Context: an optimization exercise on an open-source flow, tuned for small area and a short achievable clock period. The choices shown serve that exercise and are no tape-out recipe.
Only simulation tests tie the RTL to the original design; equivalence was not proved.
Power figures rest on the tool's default switching activity, not on a simulated workload.

Design ysyx_25030077_top, start of the top module:
module ysyx_25030077_top(
  input         clock,
  input         reset,
  output [31:0] imem_addr,
  input  [31:0] imem_rdata,
  output [31:0] dmem_addr,
  output        dmem_ren,
  input  [31:0] dmem_rdata,
  output        dmem_wen,
  output [3:0]  dmem_wmask,
  output [31:0] dmem_wdata,
  output [4:0]  wb_rd,
  output [31:0] wb_data,
  output        ebreak,
  output        illegal
);
clock: 17.0 ns
lec_check: 0
cap_margin: 20
core_margin: 2
core_utilization: 38
cts_cluster_diameter: 70
cts_cluster_size: 24
place_density: 0.5
setup_slack_margin: 5
slew_margin: 20
run.sh (not shown) runs the stock make flow with config.mk's settings and CLKGATE_MAP_FILE= SYNTH_SCRIPT=/design/flow/synth_recipe.tcl, a recipe that flattens the netlist after the stock synthesis.
Rerun with:
==> flow/flow/run.sh (new file) <==
#!/bin/bash
# The standard ORFS layout (standard.sh), with the port buffers that
# buffer_ports inserts made plain sky130_fd_sc_hd__buf_1 cells; timing repair
# resizes the ones on critical paths as usual. make's full output goes to
# standard_make.log here; ORFS keeps each step's log under orfs/logs/.
set -euo pipefail
bash standard.sh "BUFFER_PORTS_ARGS=-buffer_cell sky130_fd_sc_hd__buf_1" finish > standard_make.log 2>&1
==> flow/standard.sh (new file) <==
#!/bin/bash
# synth_recipe.tcl (not shown) runs the flow's synth.tcl, then flattens the netlist and writes it again
# the make line also repeats each setting of config.mk as NAME=value (left out here)
make -C /OpenROAD-flow-scripts/flow DESIGN_CONFIG=/design/flow/config.mk WORK_HOME=/design/flow/orfs CLKGATE_MAP_FILE= SYNTH_SCRIPT=/design/flow/synth_recipe.tcl "${@:-finish}"
--- a/flow/config.mk
+++ b/flow/config.mk
@@ -10 +10 @@
-export CORE_UTILIZATION = 38
+export CORE_UTILIZATION = 50
@@ -13 +13 @@
-export PLACE_DENSITY = 0.5
+export PLACE_DENSITY = 0.57
removed: flow/run.sh
The new run passed the timing, design-rule and antenna checks.
Power came out lower by 6.1%.
Via count came out higher by 2.2%.
Setup slack gets better by 190 ps.
Routed wire length went down by 7.9%.
Rerun with:
--- a/flow/config.mk
+++ b/flow/config.mk
@@ -10 +10 @@
-export CORE_UTILIZATION = 50
+export CORE_UTILIZATION = 45
@@ -13 +13 @@
-export PLACE_DENSITY = 0.57
+export PLACE_DENSITY = 0.55
What happened:
- sequential power barely changes
- global-route usage shrinks by 3.2 points
- wire length grows by about 5%
- sequential cell count does not change
- via count barely changes
- die area grows by about 11%
- utilization shrinks by 5.7 points

---

## build 19
ysyx_25030077_top again, from the RTL that the note above started with.
==> flow/config.mk <==
export PLATFORM = sky130hd
export DESIGN_NAME = ysyx_25030077_top
export DESIGN_NICKNAME = ysyx_25030077_top
export VERILOG_FILES = /design/flow/design.v
export SDC_FILE = /design/flow/constraint.sdc
export NUM_CORES = 4
export LEC_CHECK = 0
export CAP_MARGIN = 20
export CORE_MARGIN = 2
export CORE_UTILIZATION = 42
export CTS_CLUSTER_DIAMETER = 70
export CTS_CLUSTER_SIZE = 24
export PLACE_DENSITY = 0.52
export SETUP_SLACK_MARGIN = 5
export SLEW_MARGIN = 20
==> flow/constraint.sdc <==
create_clock -name core_clock -period 17.0 [get_ports {clock}]
set_input_delay 3.4000 -clock core_clock [delete_from_list [all_inputs] [get_ports {clock}]]
set_output_delay 3.4000 -clock core_clock [all_outputs]
set_load 0.01 [all_outputs]
standard.sh (not shown) runs the stock make flow with config.mk's settings and CLKGATE_MAP_FILE= SYNTH_SCRIPT=/design/flow/synth_recipe.tcl, a recipe that flattens the netlist after the stock synthesis.
==> flow/flow/run.sh <==
#!/bin/bash
# The standard ORFS layout (standard.sh), with the port buffers that
# buffer_ports inserts made plain sky130_fd_sc_hd__buf_1 cells; timing repair
# resizes the ones on critical paths as usual. make's full output goes to
# standard_make.log here; ORFS keeps each step's log under orfs/logs/.
set -euo pipefail
bash standard.sh "BUFFER_PORTS_ARGS=-buffer_cell sky130_fd_sc_hd__buf_1" finish > standard_make.log 2>&1
Edits applied to the flow inputs when going from build 19 to build 53:
- PLACE_DENSITY changed from 0.52 to 0.5
- CORE_UTILIZATION changed from 42 to 38
Results
Changes observed in build 53 relative to build 19: fraction of area in registers shows a reduction of 0.43 points, count of filler cells inserted in the layout shows an increase of 1,801, cell area after placement shows no meaningful change, worst setup slack shows an increase of 0.070 ns. Max detail-routed via count per cell across build 19 and build 53: build 19. Compared with build 19, total wire length after detailed routing in build 53 increased slightly.
Relative to build 53, the following input files were edited for build 45:
- CTS_CLUSTER_DIAMETER changed from 70 to 90
- CORE_UTILIZATION changed from 38 to 42
- PLACE_DENSITY changed from 0.5 to 0.52
==> comparison <==
In build 45, the relative slew slack came out 8.6 points below the value in build 53.
Build 45 vs. build 53: global-route usage went up by 3.6 points.
Diode insertion count for antenna repair delta for build 45 relative to build 53: about 30% higher
Cmp build 45 and build 53 / sum of internal, switching and leakage power / higher: build 53
In the flow results for build 45 and build 53, the proportion of power drawn by combinational gates is larger on build 45.
Sequential standard cell area: build 53 vs build 45 identical
Relative to build 53, the final non-filler cell area measured on build 45 has decreased by a few percent.
Wire: build 45 routes less than build 53

[what the ideal ports hide]
The results above use ideal ports. As a check the final layouts listed here were re-extracted and re-timed, cells and wires unchanged.
Step 1 assumes that a clkbuf_16 drives the clock port and a buf_2 every other input.
Step 2 times the ports against the registers' clock, not the clock port: input delays grow and output delays shrink by t, the midpoint of the rising clock arrivals with the driver on.
Three values: no drivers, after step 1, after step 2; two values: the first two.
| run | shift t [ns] | setup WS [ns] | hold WS [ns] |
|---|---|---|---|
| the first run of note 1 | 0.825 | 4.454 / 4.263 / 4.263 | 0.527 / 0.527 / 0.527 |
| the second run of note 1 | 0.792 | 4.641 / 4.537 / 4.537 | 0.523 / 0.523 / 0.523 |
| the third run of note 1 | 0.824 | 4.340 / 4.293 / 4.293 | 0.518 / 0.518 / 0.518 |
| build 19 | 0.806 | 4.444 / 4.371 / 4.371 | 0.514 / 0.514 / 0.514 |
| build 53 | 0.807 | 4.515 / 4.456 / 4.456 | 0.512 / 0.512 / 0.512 |
| build 45 | 0.808 | 4.558 / 4.514 / 4.514 | 0.525 / 0.525 / 0.525 |
After both steps setup and hold are still met in every run listed. The setup slack of the first run of note 1, which loses most, moves by -0.191 ns with the drivers and by -0.191 ns with both steps.
